Source: an optimization exercise on an open RTL-to-GDS flow (aim: small area). Production flows keep margins and buffers that such runs may drop.
Only simulation tests tie the RTL to the original design; equivalence was not proved.
The flow treats the clock pin as an ideal source, which a real chip does not have.
No activity file was given, so power comes from the tool's default toggle rates.

Setup of sierra:
Design main, start of the top module:
module main #(
    parameter MAIN_DIV = 8,      
    parameter SCAN_DIV = 4       
)(
    input wire clk,
    input wire rst,    
    input wire btnC,   
    input wire btnL,   
    input wire btnR,   
    input wire [7:0] num1,   
    input wire [7:0] num2,   
    output wire [6:0] seg,            
    output wire [3:0] an,              
    output wire multiplicationFinished    
);
Size in the first run: about 540 cells after synthesis, about 3800 um2 of cells after synthesis.
clock: 20.0 ns
lec_check: 0
abc_area: 1
cap_margin: 20
core_margin: 2
core_utilization: 40
place_density: 0.6
slew_margin: 20
standard.sh (not shown) runs the stock make flow with config.mk's settings and CLKGATE_MAP_FILE= SYNTH_SCRIPT=/design/flow/synth_recipe.tcl, a recipe that flattens the netlist after the stock synthesis.
==> flow/flow/run.sh <==
#!/bin/bash
# Own layout flow: the standard synthesis, then the combinational logic
# between the registers re-mapped by ABC for area (registers, their names
# and cell types untouched), then the standard layout with small port
# buffers and small clock buffers.
set -euo pipefail
WORK=$(pwd)
FLOW=$WORK/flow
R=$WORK/orfs/results/${FLOW_PLATFORM}/main/base
LIB=$FLOW_HOME/platforms/${FLOW_PLATFORM}/lib/sky130_fd_sc_hd__tt_025C_1v80.lib

# 1. standard synthesis
bash standard.sh synth > $WORK/flow_synth.log 2>&1

# 2. re-map the logic
cp $R/1_2_yosys.v $WORK/std_netlist.v
python3 $FLOW/genmodels.py $LIB > $WORK/cell_models.v 2> $WORK/flow_genmodels.log
DU=$(sed -n '/DONT_USE_CELLS +=/,/^#/p' $FLOW_HOME/platforms/${FLOW_PLATFORM}/config.mk \
     | grep -o "sky130_fd_sc_hd__[a-z0-9_]*" | sed 's/^/-dont_use /' | tr '\n' ' ')
yosys -l $WORK/flow_resynth.log -p "
read_verilog $WORK/cell_models.v
read_verilog $WORK/std_netlist.v
hierarchy -top $FLOW_TOP
flatten
opt -purge
techmap
opt -fast -purge
abc -liberty $LIB $DU -script $FLOW/resynth.abc
opt_clean -purge
hilomap -singleton -hicell sky130_fd_sc_hd__conb_1 HI -locell sky130_fd_sc_hd__conb_1 LO
insbuf -buf sky130_fd_sc_hd__buf_1 A X
splitnets
opt_clean -purge
stat -liberty $LIB
write_verilog -noattr -nohex -nodec $WORK/resynth_netlist.v
" > /dev/null

# keep the registers: same instance names and cell types as the standard synthesis
regs() { grep -oE "sky130_fd_sc_hd__[a-z0-9]*df[a-z0-9_]* +[^ (]+" "$1" | sort; }
if [[ "$(regs $WORK/std_netlist.v)" != "$(regs $WORK/resynth_netlist.v)" ]]; then
  echo "register mismatch after resynthesis; using the standard netlist" >> $WORK/flow_resynth.log
else
  cp $WORK/resynth_netlist.v $R/1_2_yosys.v
  touch $R/1_2_yosys.v
fi

# 3. layout
bash standard.sh \
  "BUFFER_PORTS_ARGS=-buffer_cell sky130_fd_sc_hd__buf_1" \
  "CTS_ARGS=${FLOW_CTS_ARGS:--sink_clustering_enable -repair_clock_nets -dont_use_dummy_load -buf_list {sky130_fd_sc_hd__clkbuf_4 sky130_fd_sc_hd__clkbuf_8}}" \
  finish > $WORK/flow_layout.log 2>&1
Other scripts of this flow, unchanged in this note and not shown: flow/flow/genmodels.py, flow/flow/resynth.abc
What lagoon does differently from sierra at the input level:
diff --git a/flow/flow/run.sh b/flow/flow/run.sh
--- a/flow/flow/run.sh
+++ b/flow/flow/run.sh
@@ -48,4 +48,4 @@
 bash standard.sh \
   "BUFFER_PORTS_ARGS=-buffer_cell sky130_fd_sc_hd__buf_1" \
-  "CTS_ARGS=${FLOW_CTS_ARGS:--sink_clustering_enable -repair_clock_nets -dont_use_dummy_load -buf_list {sky130_fd_sc_hd__clkbuf_4 sky130_fd_sc_hd__clkbuf_8}}" \
+  "CTS_ARGS=${FLOW_CTS_ARGS:--sink_clustering_enable -repair_clock_nets -dont_use_dummy_load -sink_clustering_size 22 -sink_clustering_max_diameter 100 -buf_list {sky130_fd_sc_hd__clkbuf_8}}" \
   finish > $WORK/flow_layout.log 2>&1
Path length in cells of the critical path came out exactly the same in sierra and lagoon.
lagoon -> sierra: overall power of the completed layout flat
Core utilization: sierra vs lagoon identical
Compared with sierra, in lagoon flip-flop and latch count level, count of clock buffers in the final design level.
### lagoon -> raven
diff --git a/flow/flow/run.sh b/flow/flow/run.sh
--- a/flow/flow/run.sh
+++ b/flow/flow/run.sh
@@ -48,4 +48,4 @@
 bash standard.sh \
   "BUFFER_PORTS_ARGS=-buffer_cell sky130_fd_sc_hd__buf_1" \
-  "CTS_ARGS=${FLOW_CTS_ARGS:--sink_clustering_enable -repair_clock_nets -dont_use_dummy_load -sink_clustering_size 22 -sink_clustering_max_diameter 100 -buf_list {sky130_fd_sc_hd__clkbuf_8}}" \
+  "CTS_ARGS=${FLOW_CTS_ARGS:--sink_clustering_enable -repair_clock_nets -dont_use_dummy_load -sink_clustering_size 33 -sink_clustering_max_diameter 150 -buf_list {sky130_fd_sc_hd__clkbuf_16}}" \
   finish > $WORK/flow_layout.log 2>&1
Findings:
- [compare] base=lagoon new=raven: via count of the first global-routing pass increased 1.5%; worst hold slack essentially unchanged.
- The design area number comes out higher for raven vs lagoon.
- Overall routed net length: raven worse than lagoon
- raven vs. lagoon: required time reported for the critical path endpoint went down by 0.03 ns.
- Relative to lagoon, the net switching component of the power measured on raven has increased by a little under 10%.

========
Setup of build 38:
Another version of the RTL of main (not shown whole).
Size in the first run: about 440 cells after synthesis, ~33 I/O pins.
Settings: LEC_CHECK=0, ABC_AREA=1, CAP_MARGIN=20, CORE_MARGIN=2, CORE_UTILIZATION=55, PLACE_DENSITY=0.7, SLEW_MARGIN=20; clock period 20.0 ns.
==> flow/flow/run.sh <==
#!/bin/bash
# Own layout flow: the standard synthesis; then the combinational logic
# between the registers re-mapped by ABC for area with a few scripts, keeping
# the smallest netlist (registers, their names and cell types untouched);
# then the standard layout with small port buffers and no CTS dummy loads.
set -euo pipefail
WORK=$(pwd)
FLOW=$WORK/flow
R=$WORK/orfs/results/${FLOW_PLATFORM}/main/base
LIB=$FLOW_HOME/platforms/${FLOW_PLATFORM}/lib/sky130_fd_sc_hd__tt_025C_1v80.lib
# keep temporary files inside the work folder
export TMPDIR=$WORK/tmp
mkdir -p $TMPDIR

# 1. standard synthesis
bash standard.sh synth > $WORK/flow_synth.log 2>&1

# 2. re-map the logic
cp $R/1_2_yosys.v $WORK/std_netlist.v
python3 $FLOW/genmodels.py $LIB > $WORK/cell_models.v 2> $WORK/flow_genmodels.log
DU=$(sed -n '/DONT_USE_CELLS +=/,/^#/p' $FLOW_HOME/platforms/${FLOW_PLATFORM}/config.mk \
     | grep -o "sky130_fd_sc_hd__[a-z0-9_]*" | sed 's/^/-dont_use /' | tr '\n' ' ')
regs() { grep -oE "sky130_fd_sc_hd__[a-z0-9]*df[a-z0-9_]* +[^ (]+" "$1" | sort; }
resynth() {
  local S=$1 n=$(basename $1 .abc)
  timeout 900 yosys -l $WORK/flow_$n.log -p "
read_verilog $WORK/cell_models.v
read_verilog $WORK/std_netlist.v
hierarchy -top $FLOW_TOP
flatten
opt -purge
techmap
opt -fast -purge
abc -liberty $LIB $DU -script $S
opt_clean -purge
hilomap -singleton -hicell sky130_fd_sc_hd__conb_1 HI -locell sky130_fd_sc_hd__conb_1 LO
insbuf -buf sky130_fd_sc_hd__buf_1 A X
splitnets
opt_clean -purge
tee -o $WORK/$n.stat stat -liberty $LIB
write_verilog -noattr -nohex -nodec $WORK/$n.v
" > /dev/null 2>&1 || true
}
# run the scripts, a few at a time
i=0
for S in $FLOW/resynth_*.abc; do
  resynth $S &
  i=$((i + 1))
  if (( i % ${NUM_CORES:-4} == 0 )); then wait; fi
done
wait
best=""; best_area=""
for S in $FLOW/resynth_*.abc; do
  n=$(basename $S .abc)
  [[ -f $WORK/$n.stat && -f $WORK/$n.v ]] || { echo "$n: failed" >> $WORK/flow_pick.log; continue; }
  area=$(grep "Chip area" $WORK/$n.stat | grep -oE "[0-9.]+$" || true)
  [[ -n "$area" ]] || continue
  # keep the registers: same instance names and cell types as the standard synthesis
  [[ "$(regs $WORK/std_netlist.v)" == "$(regs $WORK/$n.v)" ]] || { echo "$n: register mismatch" >> $WORK/flow_pick.log; continue; }
  echo "$n: $area" >> $WORK/flow_pick.log
  if [[ -z "$best" ]] || awk "BEGIN{exit !($area < $best_area)}"; then best=$n; best_area=$area; fi
done
echo "picked: ${best:-standard}" >> $WORK/flow_pick.log
if [[ -n "$best" ]]; then
  cp $WORK/$best.v $R/1_2_yosys.v
  touch $R/1_2_yosys.v
fi

# 3. layout up to clock tree synthesis
CTS_ARGS="-sink_clustering_enable -repair_clock_nets -dont_use_dummy_load -buf_list {sky130_fd_sc_hd__clkbuf_4}"
bash standard.sh "BUFFER_PORTS_ARGS=-buffer_cell sky130_fd_sc_hd__buf_1" "CTS_ARGS=$CTS_ARGS" cts > $WORK/flow_layout_cts.log 2>&1

# 4. upsize the clock buffers with the largest fanout
CTS_ODB=$R/4_cts.odb CTS_SMALL_BUF=sky130_fd_sc_hd__clkbuf_4 CTS_BIG_BUF=sky130_fd_sc_hd__clkbuf_8 CTS_MAX_FANOUT=10 \
  openroad -no_init -exit $FLOW/cts_fix.tcl > $WORK/flow_cts_fix.log 2>&1
touch $R/4_cts.odb

# 5. rest of the layout
bash standard.sh "BUFFER_PORTS_ARGS=-buffer_cell sky130_fd_sc_hd__buf_1" "CTS_ARGS=$CTS_ARGS" finish > $WORK/flow_layout.log 2>&1
==> flow/flow/resynth_b1s1.abc <==
strash
dc2
balance; rewrite; refactor; balance; rewrite; rewrite -z; balance; refactor -z; rewrite -z; balance
&get -n
&deepsyn -T 60 -S 1
&put
dch -f
amap
mfs2
strash
dch -f
amap
topo
==> flow/flow/resynth_b1s3.abc <==
strash
dc2
balance; rewrite; refactor; balance; rewrite; rewrite -z; balance; refactor -z; rewrite -z; balance
&get -n
&deepsyn -T 60 -S 3
&put
dch -f
amap
mfs2
strash
dch -f
amap
topo
==> flow/flow/resynth_b8.abc <==
strash
dc2
balance; rewrite; refactor; balance; rewrite; rewrite -z; balance; refactor -z; rewrite -z; balance
&get -n
&deepsyn -T 60
&put
dch -f
amap
mfs2 -a
strash
dch -f
amap
mfs2 -a
strash
dch -f
amap
topo
Other scripts of this flow, unchanged in this note and not shown: flow/flow/cts_fix.tcl, flow/flow/genmodels.py, flow/flow/resynth_a1.abc, flow/flow/resynth_a4.abc, flow/flow/resynth_a5.abc, flow/flow/resynth_a7.abc, flow/flow/resynth_b1.abc
Input-level comparison between build 98 and build 38:
Settings: swapping 55 for 40 in CORE_UTILIZATION; swapping 0.7 for 0.6 in PLACE_DENSITY.
-- flow/flow/run.sh --
<<< build 38, line 10
LIB=$FLOW_HOME/platforms/${FLOW_PLATFORM}/lib/sky130_fd_sc_hd__tt_025C_1v80.lib
# keep temporary files inside the work folder
export TMPDIR=$WORK/tmp
mkdir -p $TMPDIR

>>> build 98, line 10
LIB=$FLOW_HOME/platforms/${FLOW_PLATFORM}/lib/sky130_fd_sc_hd__tt_025C_1v80.lib

<<< build 38, line 23
regs() { grep -oE "sky130_fd_sc_hd__[a-z0-9]*df[a-z0-9_]* +[^ (]+" "$1" | sort; }
resynth() {
  local S=$1 n=$(basename $1 .abc)
  timeout 900 yosys -l $WORK/flow_$n.log -p "
read_verilog $WORK/cell_models.v
>>> build 98, line 20
regs() { grep -oE "sky130_fd_sc_hd__[a-z0-9]*df[a-z0-9_]* +[^ (]+" "$1" | sort; }
best=""; best_area=""
for S in $FLOW/resynth_*.abc; do
  n=$(basename $S .abc)
  timeout 600 yosys -l $WORK/flow_$n.log -p "
read_verilog $WORK/cell_models.v
<<< build 38, line 41
write_verilog -noattr -nohex -nodec $WORK/$n.v
" > /dev/null 2>&1 || true
}
# run the scripts, a few at a time
i=0
for S in $FLOW/resynth_*.abc; do
  resynth $S &
  i=$((i + 1))
  if (( i % ${NUM_CORES:-4} == 0 )); then wait; fi
done
wait
best=""; best_area=""
for S in $FLOW/resynth_*.abc; do
  n=$(basename $S .abc)
  [[ -f $WORK/$n.stat && -f $WORK/$n.v ]] || { echo "$n: failed" >> $WORK/flow_pick.log; continue; }
  area=$(grep "Chip area" $WORK/$n.stat | grep -oE "[0-9.]+$" || true)
>>> build 98, line 39
write_verilog -noattr -nohex -nodec $WORK/$n.v
" > /dev/null 2>&1 || continue
  area=$(grep "Chip area" $WORK/$n.stat | grep -oE "[0-9.]+$" || true)
removed: flow/flow/resynth_b1s1.abc
removed: flow/flow/resynth_b1s3.abc
removed: flow/flow/resynth_b8.abc
==> comparison <==
Data arrival time of the critical path: build 38 vs build 98 — no meaningful difference
Across both runs, overall power after layout was higher for build 98 than for build 38.
Relative to build 38, the starting density of the core of build 98 is lower by 16 points.
Looking at worst reg-to-reg setup slack, build 98 sits 0.02 ns below build 38.
Diff build 38 -> build 98 | internal power summed over all cells | up slightly
Edits applied to the flow inputs when going from build 98 to build 94:
Settings: PLACE_DENSITY changed from 0.6 to 0.8; CORE_UTILIZATION changed from 40 to 65.
-- flow/flow/run.sh --
<<< build 98, line 10
LIB=$FLOW_HOME/platforms/${FLOW_PLATFORM}/lib/sky130_fd_sc_hd__tt_025C_1v80.lib

>>> build 94, line 10
LIB=$FLOW_HOME/platforms/${FLOW_PLATFORM}/lib/sky130_fd_sc_hd__tt_025C_1v80.lib
# keep temporary files inside the work folder
export TMPDIR=$WORK/tmp
mkdir -p $TMPDIR

<<< build 98, line 20
regs() { grep -oE "sky130_fd_sc_hd__[a-z0-9]*df[a-z0-9_]* +[^ (]+" "$1" | sort; }
best=""; best_area=""
for S in $FLOW/resynth_*.abc; do
  n=$(basename $S .abc)
  timeout 600 yosys -l $WORK/flow_$n.log -p "
read_verilog $WORK/cell_models.v
>>> build 94, line 23
regs() { grep -oE "sky130_fd_sc_hd__[a-z0-9]*df[a-z0-9_]* +[^ (]+" "$1" | sort; }
resynth() {
  local S=$1 n=$(basename $1 .abc)
  timeout 900 yosys -l $WORK/flow_$n.log -p "
read_verilog $WORK/cell_models.v
<<< build 98, line 39
write_verilog -noattr -nohex -nodec $WORK/$n.v
" > /dev/null 2>&1 || continue
  area=$(grep "Chip area" $WORK/$n.stat | grep -oE "[0-9.]+$" || true)
>>> build 94, line 41
write_verilog -noattr -nohex -nodec $WORK/$n.v
" > /dev/null 2>&1 || true
}
# run the scripts, a few at a time
i=0
for S in $FLOW/resynth_*.abc; do
  resynth $S &
  i=$((i + 1))
  if (( i % ${NUM_CORES:-4} == 0 )); then wait; fi
done
wait
best=""; best_area=""
for S in $FLOW/resynth_*.abc; do
  n=$(basename $S .abc)
  [[ -f $WORK/$n.stat && -f $WORK/$n.v ]] || { echo "$n: failed" >> $WORK/flow_pick.log; continue; }
  area=$(grep "Chip area" $WORK/$n.stat | grep -oE "[0-9.]+$" || true)
==> flow/flow/resynth_b1s1.abc (new file) <==
strash
dc2
balance; rewrite; refactor; balance; rewrite; rewrite -z; balance; refactor -z; rewrite -z; balance
&get -n
&deepsyn -T 60 -S 1
&put
dch -f
amap
mfs2
strash
dch -f
amap
topo
==> flow/flow/resynth_b1s3.abc (new file) <==
strash
dc2
balance; rewrite; refactor; balance; rewrite; rewrite -z; balance; refactor -z; rewrite -z; balance
&get -n
&deepsyn -T 60 -S 3
&put
dch -f
amap
mfs2
strash
dch -f
amap
topo
==> flow/flow/resynth_b8.abc (new file) <==
strash
dc2
balance; rewrite; refactor; balance; rewrite; rewrite -z; balance; refactor -z; rewrite -z; balance
&get -n
&deepsyn -T 60
&put
dch -f
amap
mfs2 -a
strash
dch -f
amap
mfs2 -a
strash
dch -f
amap
topo
## What came out
- Status: number of nets in the final layout parity (build 98, build 94)
- Diff build 94 and build 98: total track usage higher in build 94
- Comparing build 94 and build 98, the lower period utilization is on build 98.
- The die extent in y of build 94 falls short of that of build 98 by 20 µm.
- Build 94 — final wirelength about 1.5% lower, build 98 as reference
- [compare] base=build 98 new=build 94: clock latency on the worst-skew pair rose by 0.02 ns, setup slack after layout decreased by 0.14 ns relative to the old numbers.

-- static timing again, ports no longer ideal --
The results above use ideal ports. As a check the final layouts listed here were re-extracted and re-timed, cells and wires unchanged.
Step 1, drivers: a clkbuf_16 drives clk and a buf_2 each remaining input, both assumed.
Step 2, shift: input delay + t, output delay - t, t = (earliest + latest rising clock arrival at the registers) / 2. This alone moves slack from input paths to output paths.
a / b / c = ideal / step 1 / step 2; a / b = the first two.
run | t (ns) | setup slack, ns | worst hold slack (ns) | worst data-port slew with drivers (ns)
sierra | 0.369 | 10.716 / 10.716 / 10.716 | 0.428 / 0.428 / 0.428 | 0.03
lagoon | 0.369 | 10.716 / 10.716 / 10.716 | 0.428 / 0.428 / 0.428 | 0.03
raven | 0.351 | 10.712 / 10.712 / 10.712 | 0.426 / 0.426 / 0.426 | 0.03
build 38 | 0.428 | 12.190 / 12.190 / 12.190 | 0.444 / 0.444 / 0.444 | 0.03
build 98 | 0.419 | 12.170 / 12.170 / 12.170 | 0.451 / 0.451 / 0.451 | 0.03
build 94 | 0.433 | 12.034 / 12.034 / 12.034 | 0.448 / 0.448 / 0.448 | 0.04
After both steps every run listed still meets setup and hold.
